What follows belongs to an exercise in optimizing a design on an open flow for small area and a short achievable clock period; a production flow would make more cautious choices. At most, simulation tests tie the RTL to the original design; equivalence was not proved. No functional check of the RTL was part of run 1. Power figures rest on the tool's default switching activity, not on a simulated workload.

==> flow/design.v (outline; a module is shown in full before it is edited, if it fits) <==
// module mips_exu: 50 lines
// module full_adder: 7 lines
// module mux21: 6 lines
// module nmux21: 17 lines
// module zero_check: 7 lines
// module equality_check: 14 lines
// module nadder: 28 lines
// module nincrementer: 16 lines
// module au: 21 lines
// module logical_unit: 38 lines
// module alu: 47 lines
// module bslc: 21 lines
// module slc: 30 lines
// module srlc: 33 lines
// module su: 27 lines
// module bce: 19 lines
// module exu_g_a21o: 3 lines
// module exu_g_a21oi: 3 lines
// module exu_g_a222oi: 3 lines
// module exu_g_a22o: 3 lines
// module exu_g_inv: 3 lines
// module exu_g_mux2i: 3 lines
// module exu_g_nand2: 3 lines
// module exu_g_nand3: 3 lines
// module exu_g_nor2: 3 lines
// module exu_g_o21ai: 3 lines
// module exu_g_o22ai: 3 lines
// module exu_g_or3: 3 lines
// module exu_g_or4: 3 lines
// module exu_g_xnor2: 3 lines
// module exu_g_xor2: 3 lines
// module exu_alu_t0: 3 lines
// module exu_alu_u1n: 3 lines
// module exu_alu_lui: 3 lines
// module exu_bit0: 11 lines
// module exu_alu_flags: 15 lines
// module exu_bce: 19 lines
// module exu_sh_dec3: 17 lines
// module exu_sh_deca: 21 lines
// module exu_core: 1083 lines
module mips_exu (
    input  logic        clk,
    input  logic [31:0] a,
    input  logic [31:0] b,
    input  logic [4:0]  sa,
    input  logic [3:0]  af,
    input  logic        i,
    input  logic [1:0]  sf,
    input  logic [3:0]  bf,
    output logic [31:0] alures,
    output logic        ovfalu,
    output logic [31:0] sures,
    output logic        bcres
);
  // ...
==> flow/flow/run.sh <==
#!/bin/bash
# The standard layout, except that the port buffers are plain buffers
# (sky130_fd_sc_hd__buf_1) instead of the delay cells buffer_ports picks
# by default. Every port still gets its own buffer.
set -euo pipefail
cd "$(dirname "$0")/.."
export BUFFER_PORTS_ARGS="-buffer_cell sky130_fd_sc_hd__buf_1"
bash standard.sh BUFFER_PORTS_ARGS="$BUFFER_PORTS_ARGS" finish > standard_flow.log 2>&1
==> flow/standard.sh <==
#!/bin/bash
# synth_recipe.tcl (not shown) runs the flow's synth.tcl, then flattens the netlist and writes it again
# the make line also repeats each setting of config.mk as NAME=value (left out here)
make -C /OpenROAD-flow-scripts/flow DESIGN_CONFIG=/design/flow/config.mk WORK_HOME=/design/flow/orfs CLKGATE_MAP_FILE= SYNTH_SCRIPT=/design/flow/synth_recipe.tcl "${@:-finish}"
==> flow/config.mk <==
export PLATFORM = sky130hd
export DESIGN_NAME = mips_exu
export DESIGN_NICKNAME = mips_exu
export VERILOG_FILES = /design/flow/design.v
export SDC_FILE = /design/flow/constraint.sdc
export NUM_CORES = 4
export LEC_CHECK = 0
export CAP_MARGIN = 20
export CORE_MARGIN = 2
export CORE_UTILIZATION = 35
export CTS_BUF_LIST = sky130_fd_sc_hd__clkbuf_8
export SLEW_MARGIN = 20
export SYNTH_HIERARCHICAL = 1
==> flow/constraint.sdc <==
create_clock -name core_clock -period 14.0 [get_ports {clk}]
set_input_delay 2.8000 -clock core_clock [delete_from_list [all_inputs] [get_ports {clk}]]
set_output_delay 2.8000 -clock core_clock [all_outputs]
set_load 0.01 [all_outputs]
==> reports/results.tsv, run 1 <==
metric	value	unit
status	no timing/DRC/antenna violations	
Synth area leaders	dfxtp_1 40%, a222oi_1 13%, xor2_1 10%	
bufs w/o clock	147	
complex-gate fraction of the synthesized area	21.9	%
CP Data Arrival Time	960	ps
DP Area	8190	um2
Logic pwr share	32.6	%
pre-CTS setup slack	10540	ps
Largest area class, layout	multi-input gates	
final instance area	8560	um2
slowest CP cell	dfxtp_1	
# fillers	2036	
Area growth, synth to finish	17.3	%
initial antenna violation count	0	
Comb. pwr	0.403	mW
Tmin final	3760	ps
setup ws final	10240	ps
CP Buf/Inv Count	1	
Synth top area share	40.0	%
gr ovfl total	0	
Synth Area in XOR/XNOR	12.6	%
busiest layer in global routing	met2	
number of synthesized register bits	146	
Yosys top cell by area	dfxtp_1	
worst endpoint required time	11200	ps
CTS sink cnt	146	
clock network power	0.315	mW
Non-clock inverters	60	
Min Hold Slack	500	ps
Core Region	20400	um2
grt met1 use	28.8	%
FFs & Latches	146	
CP peak stage delay	360	ps
final setup violation count	0	
clk_skew	16.7	ps
Initial DRC Count	1391	
die width	148	um
multi-input logic cell count	555	
Hold Crit Class	reg2reg	
Unique masters post-synth	38	
Final clock-cell share	4.37	%
Routed Antenna Nets	0	
die footprint	22000	um2
==> run 2, diff against run 1 <==
--- a/flow/design.v
+++ b/flow/design.v
@@ -1042,171 +1042,171 @@
 exu_g_inv u34 (.y(n33), .a(n31));
 exu_g_inv u36 (.y(n35), .a(T023));
 exu_g_inv u38 (.y(n37), .a(T023));
 exu_g_inv u40 (.y(n39), .a(n21));
 exu_g_inv u42 (.y(n41), .a(n21));
 exu_g_inv u44 (.y(n43), .a(U1n24));
 exu_g_inv u46 (.y(n45), .a(U1n24));
 exu_g_xor2 u47 (.y(x[0]), .a(a[0]), .b(b[0]));
-exu_g_mux2i u49 (.y(n48), .a0(n35), .a1(n39), .s(a[0]));
+exu_g_mux2i u49 (.y(n48), .a0(n35), .a1(n39), .s(b[0]));
 exu_g_mux2i u51 (.y(n50), .a0(n48), .a1(n43), .s(x[0]));
 exu_bit0 u53 (.a0(a[0]), .b0(b[0]), .af(af), .G0n(G0n52));
 exu_g_xor2 u54 (.y(x[1]), .a(a[1]), .b(b[1]));
-exu_g_mux2i u56 (.y(n55), .a0(n35), .a1(n39), .s(a[1]));
+exu_g_mux2i u56 (.y(n55), .a0(n35), .a1(n39), .s(b[1]));
 exu_g_mux2i u58 (.y(n57), .a0(n55), .a1(n43), .s(x[1]));
 exu_g_xor2 u60 (.y(n59), .a(x[1]), .b(n1));
 exu_g_nand3 u62 (.y(n61), .a(a[1]), .b(n59), .c(n11));
 exu_g_xor2 u63 (.y(x[2]), .a(a[2]), .b(b[2]));
-exu_g_mux2i u65 (.y(n64), .a0(n35), .a1(n39), .s(a[2]));
+exu_g_mux2i u65 (.y(n64), .a0(n35), .a1(n39), .s(b[2]));
 exu_g_mux2i u67 (.y(n66), .a0(n64), .a1(n43), .s(x[2]));
 exu_g_xor2 u69 (.y(n68), .a(x[2]), .b(n1));
 exu_g_nand3 u71 (.y(n70), .a(a[2]), .b(n68), .c(n11));
 exu_g_xor2 u72 (.y(x[3]), .a(a[3]), .b(b[3]));
-exu_g_mux2i u74 (.y(n73), .a0(n35), .a1(n39), .s(a[3]));
+exu_g_mux2i u74 (.y(n73), .a0(n35), .a1(n39), .s(b[3]));
 exu_g_mux2i u76 (.y(n75), .a0(n73), .a1(n43), .s(x[3]));
 exu_g_xor2 u78 (.y(n77), .a(x[3]), .b(n1));
 exu_g_nand3 u80 (.y(n79), .a(a[3]), .b(n77), .c(n11));
 exu_g_xor2 u81 (.y(x[4]), .a(a[4]), .b(b[4]));
-exu_g_mux2i u83 (.y(n82), .a0(n35), .a1(n39), .s(a[4]));
+exu_g_mux2i u83 (.y(n82), .a0(n35), .a1(n39), .s(b[4]));
 exu_g_mux2i u85 (.y(n84), .a0(n82), .a1(n43), .s(x[4]));
 exu_g_xor2 u87 (.y(n86), .a(x[4]), .b(n1));
 exu_g_nand3 u89 (.y(n88), .a(a[4]), .b(n86), .c(n11));
 exu_g_xor2 u90 (.y(x[5]), .a(a[5]), .b(b[5]));
-exu_g_mux2i u92 (.y(n91), .a0(n35), .a1(n39), .s(a[5]));
+exu_g_mux2i u92 (.y(n91), .a0(n35), .a1(n39), .s(b[5]));
 exu_g_mux2i u94 (.y(n93), .a0(n91), .a1(n43), .s(x[5]));
 exu_g_xor2 u96 (.y(n95), .a(x[5]), .b(n1));
 exu_g_nand3 u98 (.y(n97), .a(a[5]), .b(n95), .c(n11));
 exu_g_xor2 u99 (.y(x[6]), .a(a[6]), .b(b[6]));
-exu_g_mux2i u101 (.y(n100), .a0(n35), .a1(n39), .s(a[6]));
+exu_g_mux2i u101 (.y(n100), .a0(n35), .a1(n39), .s(b[6]));
 exu_g_mux2i u103 (.y(n102), .a0(n100), .a1(n43), .s(x[6]));
 exu_g_xor2 u105 (.y(n104), .a(x[6]), .b(n1));
 exu_g_nand3 u107 (.y(n106), .a(a[6]), .b(n104), .c(n11));
 exu_g_xor2 u108 (.y(x[7]), .a(a[7]), .b(b[7]));
-exu_g_mux2i u110 (.y(n109), .a0(n35), .a1(n39), .s(a[7]));
+exu_g_mux2i u110 (.y(n109), .a0(n35), .a1(n39), .s(b[7]));
 exu_g_mux2i u112 (.y(n111), .a0(n109), .a1(n43), .s(x[7]));
 exu_g_xor2 u114 (.y(n113), .a(x[7]), .b(n1));
 exu_g_nand3 u116 (.y(n115), .a(a[7]), .b(n113), .c(n11));
 exu_g_xor2 u117 (.y(x[8]), .a(a[8]), .b(b[8]));
-exu_g_mux2i u119 (.y(n118), .a0(n35), .a1(n39), .s(a[8]));
+exu_g_mux2i u119 (.y(n118), .a0(n35), .a1(n39), .s(b[8]));
 exu_g_mux2i u121 (.y(n120), .a0(n118), .a1(n43), .s(x[8]));
 exu_g_xor2 u123 (.y(n122), .a(x[8]), .b(n1));
 exu_g_nand3 u125 (.y(n124), .a(a[8]), .b(n122), .c(n11));
 exu_g_xor2 u126 (.y(x[9]), .a(a[9]), .b(b[9]));
-exu_g_mux2i u128 (.y(n127), .a0(n35), .a1(n39), .s(a[9]));
+exu_g_mux2i u128 (.y(n127), .a0(n35), .a1(n39), .s(b[9]));
 exu_g_mux2i u130 (.y(n129), .a0(n127), .a1(n43), .s(x[9]));
 exu_g_xor2 u132 (.y(n131), .a(x[9]), .b(n3));
 exu_g_nand3 u134 (.y(n133), .a(a[9]), .b(n131), .c(n13));
 exu_g_xor2 u135 (.y(x[10]), .a(a[10]), .b(b[10]));
-exu_g_mux2i u137 (.y(n136), .a0(n35), .a1(n39), .s(a[10]));
+exu_g_mux2i u137 (.y(n136), .a0(n35), .a1(n39), .s(b[10]));
 exu_g_mux2i u139 (.y(n138), .a0(n136), .a1(n43), .s(x[10]));
 exu_g_xor2 u141 (.y(n140), .a(x[10]), .b(n3));
 exu_g_nand3 u143 (.y(n142), .a(a[10]), .b(n140), .c(n13));
 exu_g_xor2 u144 (.y(x[11]), .a(a[11]), .b(b[11]));
-exu_g_mux2i u146 (.y(n145), .a0(n35), .a1(n39), .s(a[11]));
+exu_g_mux2i u146 (.y(n145), .a0(n35), .a1(n39), .s(b[11]));
 exu_g_mux2i u148 (.y(n147), .a0(n145), .a1(n43), .s(x[11]));
 exu_g_xor2 u150 (.y(n149), .a(x[11]), .b(n3));
 exu_g_nand3 u152 (.y(n151), .a(a[11]), .b(n149), .c(n13));
 exu_g_xor2 u153 (.y(x[12]), .a(a[12]), .b(b[12]));
-exu_g_mux2i u155 (.y(n154), .a0(n35), .a1(n39), .s(a[12]));
+exu_g_mux2i u155 (.y(n154), .a0(n35), .a1(n39), .s(b[12]));
 exu_g_mux2i u157 (.y(n156), .a0(n154), .a1(n43), .s(x[12]));
 exu_g_xor2 u159 (.y(n158), .a(x[12]), .b(n3));
 exu_g_nand3 u161 (.y(n160), .a(a[12]), .b(n158), .c(n13));
 exu_g_xor2 u162 (.y(x[13]), .a(a[13]), .b(b[13]));
-exu_g_mux2i u164 (.y(n163), .a0(n35), .a1(n39), .s(a[13]));
+exu_g_mux2i u164 (.y(n163), .a0(n35), .a1(n39), .s(b[13]));
 exu_g_mux2i u166 (.y(n165), .a0(n163), .a1(n43), .s(x[13]));
 exu_g_xor2 u168 (.y(n167), .a(x[13]), .b(n3));
 exu_g_nand3 u170 (.y(n169), .a(a[13]), .b(n167), .c(n13));
 exu_g_xor2 u171 (.y(x[14]), .a(a[14]), .b(b[14]));
-exu_g_mux2i u173 (.y(n172), .a0(n35), .a1(n39), .s(a[14]));
+exu_g_mux2i u173 (.y(n172), .a0(n35), .a1(n39), .s(b[14]));
 exu_g_mux2i u175 (.y(n174), .a0(n172), .a1(n43), .s(x[14]));
 exu_g_xor2 u177 (.y(n176), .a(x[14]), .b(n3));
 exu_g_nand3 u179 (.y(n178), .a(a[14]), .b(n176), .c(n13));
 exu_g_xor2 u180 (.y(x[15]), .a(a[15]), .b(b[15]));
-exu_g_mux2i u182 (.y(n181), .a0(n35), .a1(n39), .s(a[15]));
+exu_g_mux2i u182 (.y(n181), .a0(n35), .a1(n39), .s(b[15]));
 exu_g_mux2i u184 (.y(n183), .a0(n181), .a1(n43), .s(x[15]));
 exu_g_xor2 u186 (.y(n185), .a(x[15]), .b(n3));
 exu_g_nand3 u188 (.y(n187), .a(a[15]), .b(n185), .c(n13));
 exu_g_xor2 u189 (.y(x[16]), .a(a[16]), .b(b[16]));
-exu_g_mux2i u191 (.y(n190), .a0(n37), .a1(n41), .s(a[16]));
+exu_g_mux2i u191 (.y(n190), .a0(n37), .a1(n41), .s(b[16]));
 exu_g_mux2i u193 (.y(n192), .a0(n190), .a1(n45), .s(x[16]));
 exu_g_xor2 u195 (.y(n194), .a(x[16]), .b(n3));
 exu_g_nand3 u197 (.y(n196), .a(a[16]), .b(n194), .c(n13));
 exu_g_xor2 u198 (.y(x[17]), .a(a[17]), .b(b[17]));
-exu_g_mux2i u200 (.y(n199), .a0(n37), .a1(n41), .s(a[17]));
+exu_g_mux2i u200 (.y(n199), .a0(n37), .a1(n41), .s(b[17]));
 exu_g_mux2i u202 (.y(n201), .a0(n199), .a1(n45), .s(x[17]));
 exu_g_xor2 u204 (.y(n203), .a(x[17]), .b(n5));
 exu_g_nand3 u206 (.y(n205), .a(a[17]), .b(n203), .c(n15));
 exu_g_xor2 u207 (.y(x[18]), .a(a[18]), .b(b[18]));
-exu_g_mux2i u209 (.y(n208), .a0(n37), .a1(n41), .s(a[18]));
+exu_g_mux2i u209 (.y(n208), .a0(n37), .a1(n41), .s(b[18]));
 exu_g_mux2i u211 (.y(n210), .a0(n208), .a1(n45), .s(x[18]));
 exu_g_xor2 u213 (.y(n212), .a(x[18]), .b(n5));
 exu_g_nand3 u215 (.y(n214), .a(a[18]), .b(n212), .c(n15));
 exu_g_xor2 u216 (.y(x[19]), .a(a[19]), .b(b[19]));
-exu_g_mux2i u218 (.y(n217), .a0(n37), .a1(n41), .s(a[19]));
+exu_g_mux2i u218 (.y(n217), .a0(n37), .a1(n41), .s(b[19]));
 exu_g_mux2i u220 (.y(n219), .a0(n217), .a1(n45), .s(x[19]));
 exu_g_xor2 u222 (.y(n221), .a(x[19]), .b(n5));
 exu_g_nand3 u224 (.y(n223), .a(a[19]), .b(n221), .c(n15));
 exu_g_xor2 u225 (.y(x[20]), .a(a[20]), .b(b[20]));
-exu_g_mux2i u227 (.y(n226), .a0(n37), .a1(n41), .s(a[20]));
+exu_g_mux2i u227 (.y(n226), .a0(n37), .a1(n41), .s(b[20]));
 exu_g_mux2i u229 (.y(n228), .a0(n226), .a1(n45), .s(x[20]));
 exu_g_xor2 u231 (.y(n230), .a(x[20]), .b(n5));
 exu_g_nand3 u233 (.y(n232), .a(a[20]), .b(n230), .c(n15));
 exu_g_xor2 u234 (.y(x[21]), .a(a[21]), .b(b[21]));
-exu_g_mux2i u236 (.y(n235), .a0(n37), .a1(n41), .s(a[21]));
+exu_g_mux2i u236 (.y(n235), .a0(n37), .a1(n41), .s(b[21]));
 exu_g_mux2i u238 (.y(n237), .a0(n235), .a1(n45), .s(x[21]));
 exu_g_xor2 u240 (.y(n239), .a(x[21]), .b(n5));
 exu_g_nand3 u242 (.y(n241), .a(a[21]), .b(n239), .c(n15));
 exu_g_xor2 u243 (.y(x[22]), .a(a[22]), .b(b[22]));
-exu_g_mux2i u245 (.y(n244), .a0(n37), .a1(n41), .s(a[22]));
+exu_g_mux2i u245 (.y(n244), .a0(n37), .a1(n41), .s(b[22]));
 exu_g_mux2i u247 (.y(n246), .a0(n244), .a1(n45), .s(x[22]));
 exu_g_xor2 u249 (.y(n248), .a(x[22]), .b(n5));
 exu_g_nand3 u251 (.y(n250), .a(a[22]), .b(n248), .c(n15));
 exu_g_xor2 u252 (.y(x[23]), .a(a[23]), .b(b[23]));
-exu_g_mux2i u254 (.y(n253), .a0(n37), .a1(n41), .s(a[23]));
+exu_g_mux2i u254 (.y(n253), .a0(n37), .a1(n41), .s(b[23]));
 exu_g_mux2i u256 (.y(n255), .a0(n253), .a1(n45), .s(x[23]));
 exu_g_xor2 u258 (.y(n257), .a(x[23]), .b(n5));
 exu_g_nand3 u260 (.y(n259), .a(a[23]), .b(n257), .c(n15));
 exu_g_xor2 u261 (.y(x[24]), .a(a[24]), .b(b[24]));
-exu_g_mux2i u263 (.y(n262), .a0(n37), .a1(n41), .s(a[24]));
+exu_g_mux2i u263 (.y(n262), .a0(n37), .a1(n41), .s(b[24]));
 exu_g_mux2i u265 (.y(n264), .a0(n262), .a1(n45), .s(x[24]));
 exu_g_xor2 u267 (.y(n266), .a(x[24]), .b(n5));
 exu_g_nand3 u269 (.y(n268), .a(a[24]), .b(n266), .c(n15));
 exu_g_xor2 u270 (.y(x[25]), .a(a[25]), .b(b[25]));
-exu_g_mux2i u272 (.y(n271), .a0(n37), .a1(n41), .s(a[25]));
+exu_g_mux2i u272 (.y(n271), .a0(n37), .a1(n41), .s(b[25]));
 exu_g_mux2i u274 (.y(n273), .a0(n271), .a1(n45), .s(x[25]));
 exu_g_xor2 u276 (.y(n275), .a(x[25]), .b(n7));
 exu_g_nand3 u278 (.y(n277), .a(a[25]), .b(n275), .c(n17));
 exu_g_xor2 u279 (.y(x[26]), .a(a[26]), .b(b[26]));
-exu_g_mux2i u281 (.y(n280), .a0(n37), .a1(n41), .s(a[26]));
+exu_g_mux2i u281 (.y(n280), .a0(n37), .a1(n41), .s(b[26]));
 exu_g_mux2i u283 (.y(n282), .a0(n280), .a1(n45), .s(x[26]));
 exu_g_xor2 u285 (.y(n284), .a(x[26]), .b(n7));
 exu_g_nand3 u287 (.y(n286), .a(a[26]), .b(n284), .c(n17));
 exu_g_xor2 u288 (.y(x[27]), .a(a[27]), .b(b[27]));
-exu_g_mux2i u290 (.y(n289), .a0(n37), .a1(n41), .s(a[27]));
+exu_g_mux2i u290 (.y(n289), .a0(n37), .a1(n41), .s(b[27]));
 exu_g_mux2i u292 (.y(n291), .a0(n289), .a1(n45), .s(x[27]));
 exu_g_xor2 u294 (.y(n293), .a(x[27]), .b(n7));
 exu_g_nand3 u296 (.y(n295), .a(a[27]), .b(n293), .c(n17));
 exu_g_xor2 u297 (.y(x[28]), .a(a[28]), .b(b[28]));
-exu_g_mux2i u299 (.y(n298), .a0(n37), .a1(n41), .s(a[28]));
+exu_g_mux2i u299 (.y(n298), .a0(n37), .a1(n41), .s(b[28]));
 exu_g_mux2i u301 (.y(n300), .a0(n298), .a1(n45), .s(x[28]));
 exu_g_xor2 u303 (.y(n302), .a(x[28]), .b(n7));
 exu_g_nand3 u305 (.y(n304), .a(a[28]), .b(n302), .c(n17));
 exu_g_xor2 u306 (.y(x[29]), .a(a[29]), .b(b[29]));
-exu_g_mux2i u308 (.y(n307), .a0(n37), .a1(n41), .s(a[29]));
+exu_g_mux2i u308 (.y(n307), .a0(n37), .a1(n41), .s(b[29]));
 exu_g_mux2i u310 (.y(n309), .a0(n307), .a1(n45), .s(x[29]));
 exu_g_xor2 u312 (.y(n311), .a(x[29]), .b(n7));
 exu_g_nand3 u314 (.y(n313), .a(a[29]), .b(n311), .c(n17));
 exu_g_xor2 u315 (.y(x[30]), .a(a[30]), .b(b[30]));
-exu_g_mux2i u317 (.y(n316), .a0(n37), .a1(n41), .s(a[30]));
+exu_g_mux2i u317 (.y(n316), .a0(n37), .a1(n41), .s(b[30]));
 exu_g_mux2i u319 (.y(n318), .a0(n316), .a1(n45), .s(x[30]));
 exu_g_xor2 u321 (.y(n320), .a(x[30]), .b(n7));
 exu_g_nand3 u323 (.y(n322), .a(a[30]), .b(n320), .c(n17));
 exu_g_xor2 u324 (.y(x[31]), .a(a[31]), .b(b[31]));
-exu_g_mux2i u326 (.y(n325), .a0(n37), .a1(n41), .s(a[31]));
+exu_g_mux2i u326 (.y(n325), .a0(n37), .a1(n41), .s(b[31]));
 exu_g_mux2i u328 (.y(n327), .a0(n325), .a1(n45), .s(x[31]));
 exu_g_xor2 u330 (.y(n329), .a(x[31]), .b(n7));
 exu_g_nand3 u332 (.y(n331), .a(a[31]), .b(n329), .c(n17));
 exu_g_o21ai u334 (.y(n333), .a1(n59), .a2(G0n52), .b1(n61));
 exu_g_o21ai u336 (.y(n335), .a1(n77), .a2(n70), .b1(n79));
 exu_g_nor2 u338 (.y(n337), .a(n77), .b(n68));
 exu_g_o21ai u340 (.y(n339), .a1(n95), .a2(n88), .b1(n97));
 exu_g_nor2 u342 (.y(n341), .a(n95), .b(n86));
==> flow/flow/run.sh (replaced) <==
#!/bin/bash
# The standard layout (standard.sh), except that
# - the port buffers are plain buffers (sky130_fd_sc_hd__buf_1) instead of the
#   delay cells buffer_ports picks by default; every port still gets its own
#   buffer;
# - the clock tree uses clkbuf_8 below a clkbuf_16 root, without dummy loads.
# Its output goes to standard_flow.log here, and ORFS's per-step logs to
# orfs/logs/.
set -euo pipefail
cd "$(dirname "$0")/.."
BUF="-buffer_cell sky130_fd_sc_hd__buf_1"
CTS="-sink_clustering_enable -repair_clock_nets -buf_list sky130_fd_sc_hd__clkbuf_8 -root_buf sky130_fd_sc_hd__clkbuf_16 -dont_use_dummy_load"
export BUFFER_PORTS_ARGS="$BUF" CTS_ARGS="$CTS"
bash standard.sh BUFFER_PORTS_ARGS="$BUF" CTS_ARGS="$CTS" finish > standard_flow.log 2>&1
==> flow/config.mk (replaced) <==
export PLATFORM = sky130hd
export DESIGN_NAME = mips_exu
export DESIGN_NICKNAME = mips_exu
export VERILOG_FILES = /design/flow/design.v
export SDC_FILE = /design/flow/constraint.sdc
export NUM_CORES = 4
export LEC_CHECK = 0
export CAP_MARGIN = 20
export CELL_PAD_IN_SITES_DETAIL_PLACEMENT = 1
export CORE_MARGIN = 2
export CORE_UTILIZATION = 35
export SLEW_MARGIN = 20
export SYNTH_HIERARCHICAL = 1
==> run 2 against run 1 <==
Against the previous run: critical path depth unchanged; non-clock buffer count unchanged; sequential share of layout area increased by 0.52 points; fmax increased by 2.3%; final cell count decreased by 1.2%; combinational power increased by 1%; routed wire length increased by 5.9%; global-route usage increased by 1.5 points; highest routed layer unchanged; clock power decreased by 21%.
==> reports/results.tsv, run 2 <==
metric	value	unit	change
most frequent cells in the layout	146 x dfxtp_1, 146 x buf_1, 96 x a222oi_1		unchanged
Post-route DRC	0		unchanged
Final Max Slew Viols	0		unchanged
Core Region	20400	um2	unchanged
fin nets	1008		unchanged
Die Height	148	um	unchanged
Synth area leaders	dfxtp_1 40%, a222oi_1 13%, xor2_1 10%		unchanged
row count	52		unchanged
Synth Net Count	843		unchanged
# fillers	2427		was 2036
clock latency on the worst-skew pair	380	ps	was 450 ps
worst endpoint required time	11200	ps	about the same
clock tree root buffer cell	clkbuf_16		was clkbuf_8
main combinational cell family by area after synthesis	compound AO/OA/AOI/OAI gates		unchanged
IO Pins	147		unchanged
status	no timing/DRC/antenna violations		unchanged
fmax	272	MHz	was 266 MHz
Gate Count Post-Synth	762		unchanged
post-synthesis mux area share	9.19	%	unchanged
Initial Util	35.9	%	unchanged
share of cells above drive strength 1	4.86	%	was 6.06%
CTS sink cnt	146		unchanged
Antenna diodes	0		unchanged
Setup CP Type	reg2out		unchanged
yosys warns	9		unchanged
clk_skew	27.5	ps	was 16.7 ps
Avg WL per Cell	20.4	um	was 19.0 um
Via density	5.80		was 5.68
Non-Filler Instances	1195		was 1210
number of synthesized register bits	146		unchanged
Synth Area in XOR/XNOR	12.6	%	unchanged
Tightest Pin Transition	785	ps	was 848 ps
WL final	24400	um	was 23000 um
number of flops mapped to enable cells by yosys	0		unchanged
crit-path cells	buf_1		unchanged
Tot GR Track Use	21.9	%	was 20.4%
Synth top area share	40.0	%	unchanged
Clock Pin Slew Worst Setup and Hold Paths	80	ps	was 90 ps
startpoint types	register		unchanged
Max rail drop VDD	0.0672	mV	was 0.0625 mV
Mean Syn Cell Area	9.58	um2	unchanged
Power Density	140	nW/um2	was 144 nW/um2
hpwl dp	18400	um	was 16900 um
synth cell count leaders	146 x dfxtp_1, 96 x a222oi_1, 83 x xor2_1		unchanged
CP peak stage delay	340	ps	was 360 ps
RSZ-0062 raised after global routing	false		unchanged
die footprint	22000	um2	unchanged
PortBufs	146		unchanged
TNS Setup	0	ps	unchanged
largest net degree at the start of global routing	18		unchanged
Vias	6934		was 6872
complex-gate fraction of the synthesized area	21.9	%	unchanged
crit path max fanout	1		unchanged
Tmin final	3680	ps	was 3760 ps
Area growth, synth to finish	15.5	%	was 17.3%
count leader, synth	dfxtp_1		unchanged
Crit. End Element	output pin		unchanged
P_leak	3.50	nW	was 3.55 nW
top_reg_cell synth	dfxtp_1		unchanged
CP delay by family, top	flip-flops		unchanged
CP Data Arrival Time	880	ps	was 960 ps
Final Hold Vio Count	0		unchanged
Pre-antenna DRT Iters	11		was 14
CTS buffer count	17		unchanged
# hold bufs at CTS	0		unchanged
final setup violation count	0		unchanged
Hold Crit Class	reg2reg		unchanged
Yosys top cell by area	dfxtp_1		unchanged
Unique masters post-synth	38		unchanged
relative slew slack	47.1	%	was 42.9%
Post-CTS Resized	0		unchanged
Mapped Area	7300	um2	unchanged
Synth Area in Adders	0	%	unchanged
max_cap viols	0		unchanged
placed cell count	1178		unchanged
first-pass GRT wire length	37600	um	was 35000 um
async set-reset flop share out of synthesis	0	%	unchanged
Placer Congestion	0.936		was 0.929
slowest CP cell	dfxtp_1		unchanged
H-tree depth	4		unchanged
initial antenna violation count	0		unchanged
area share of and/or/nand/nor cells after synthesis	13.2	%	unchanged
Final period util	26.3	%	was 26.9%
vias in the first global route	6865		was 6359
CTS tree	done		unchanged
Routed Antenna Nets	0		unchanged
gr ovfl total	0		unchanged
Initial DRC Count	1104		was 1391
Post-CTS Repair Setup Buffers	0		unchanged
clock buffer depth	2		unchanged
die width	148	um	unchanged
CP Buf/Inv Count	1		unchanged
sequential share of the synthesized area	40.0	%	unchanged
## run 2: cell counts after synthesis
No cell type changed its count.
## run 2: Yosys stat by module (local to each module, per instance), a selection
module	times used	cell area (um2)	flip-flops and latches	cells inside
exu_g_xor2	81	8.76	0	1
exu_g_inv	56	3.75	0	1
exu_alu_u1n	1	30.0	0	2
exu_alu_t0	1	13.8	0	2
exu_alu_lui	1	8.76	0	1
exu_g_a22o	16	8.76	0	1
exu_g_mux2i	64	10.0	0	1
exu_g_nand3	55	5.00	0	1
exu_g_a222oi	96	10.0	0	1
exu_g_o22ai	1	6.26	0	1
exu_sh_deca	1	76.3	0	13
exu_g_nand2	55	3.75	0	1
mips_exu	1	2920	146	146
exu_g_nor2	36	3.75	0	1
exu_g_a21oi	18	8.76	0	1
exu_g_xnor2	19	8.76	0	1
## run 2: worst paths after layout
check                      from             end  slack (ps)  depth (start not counted)
max          alures[27]$_DFF_P_      alures[27]       10320                          1
max reg2reg     af_q[1]$_DFF_P_  ovfalu$_DFF_P_       10450                         15
min             bf_q[1]$_DFF_P_   bcres$_DFF_P_         520                          2
min reg2reg     bf_q[1]$_DFF_P_   bcres$_DFF_P_         520                          2
## run 2: stage by stage
stage | power, mW | utilization (%) | instance area (um2) | hold slack [ps] | setup WS [ps]
after floorplan | 0.797 | - | 7300 | 450 | 10870
after global placement | 0.919 | 40.2 | 8190 | 477 | 10720
after detailed placement | 0.927 | 40.2 | 8190 | 484 | 10510
after CTS | 1.18 | 41.4 | 8430 | 521 | 10290
after global routing | 1.24 | 41.4 | 8430 | 560 | 10110
final | 1.18 | 41.4 | 8430 | 522 | 10320
## run 2: layout make-up
type,instances,area [um2],share of cell area [%]
timing repair buffer,147,556,6.59
tap,270,338,4.01
inverter,60,225,2.67
clock buffer,17,245,2.91
sequential,146,2920,34.7
multi-input combinational,555,4150,49.2
## run 2: per-layer routing
metal / vias to the layer above / part of all wire [%] / global-route usage (%)
met5: - / 0 / 0
met1: 3313 / 44 / 29.7
met2: 338 / 46 / 34.6
met3: 42 / 7.3 / 4.66
met4: 0 / 2.6 / 7.76
li1: 3241 / - / -
## run 2: worst min-delay path: stages (launching register included)
cell and delay, ps:
dfxtp_1 320, o21ai_0 70, o21bai_1 60
## run 2: report_power, final
part           switching [mW]  internal (mW)
clock                   0.136          0.114
combinational           0.257          0.151
sequential             0.0370          0.481
## run 2: cell families after synthesis
group           Yosys count
compound gates          190
xor+xnor                104
buf+inv                  61
flops                   146
mux                      67
simple gates            194

-- static timing again, ports no longer ideal --
The flow's constraints put no driver on any port. The routed layouts listed below were extracted and timed again, unchanged, in two steps. Step 1 assumes that a clkbuf_16 drives the clock port and a buf_2 every other input. Step 2 adds t to the input delays and takes it off the output delays; t is the mean of the earliest and latest rising clock arrival at the registers after step 1. Input paths then give back, and output paths get back, about the clock's delay inside the block. Three values: ideal ports, drivers, drivers and shift; two values: the first two.
| run | t, ns | slack for setup (ns) | worst hold slack (ns) | worst setup path after step 2 | slew at the worst register clock pin (ns) |
|---|---|---|---|---|---|
| run 1 | 0.481 | 10.236 / 10.196 / 10.479 | 0.500 / 0.500 / 0.500 | register to register | 0.09 / 0.09 |
| run 2 | 0.412 | 10.321 / 10.277 / 10.447 | 0.522 / 0.522 / 0.522 | register to register | 0.08 / 0.08 |
After both steps every run listed still meets setup and hold.
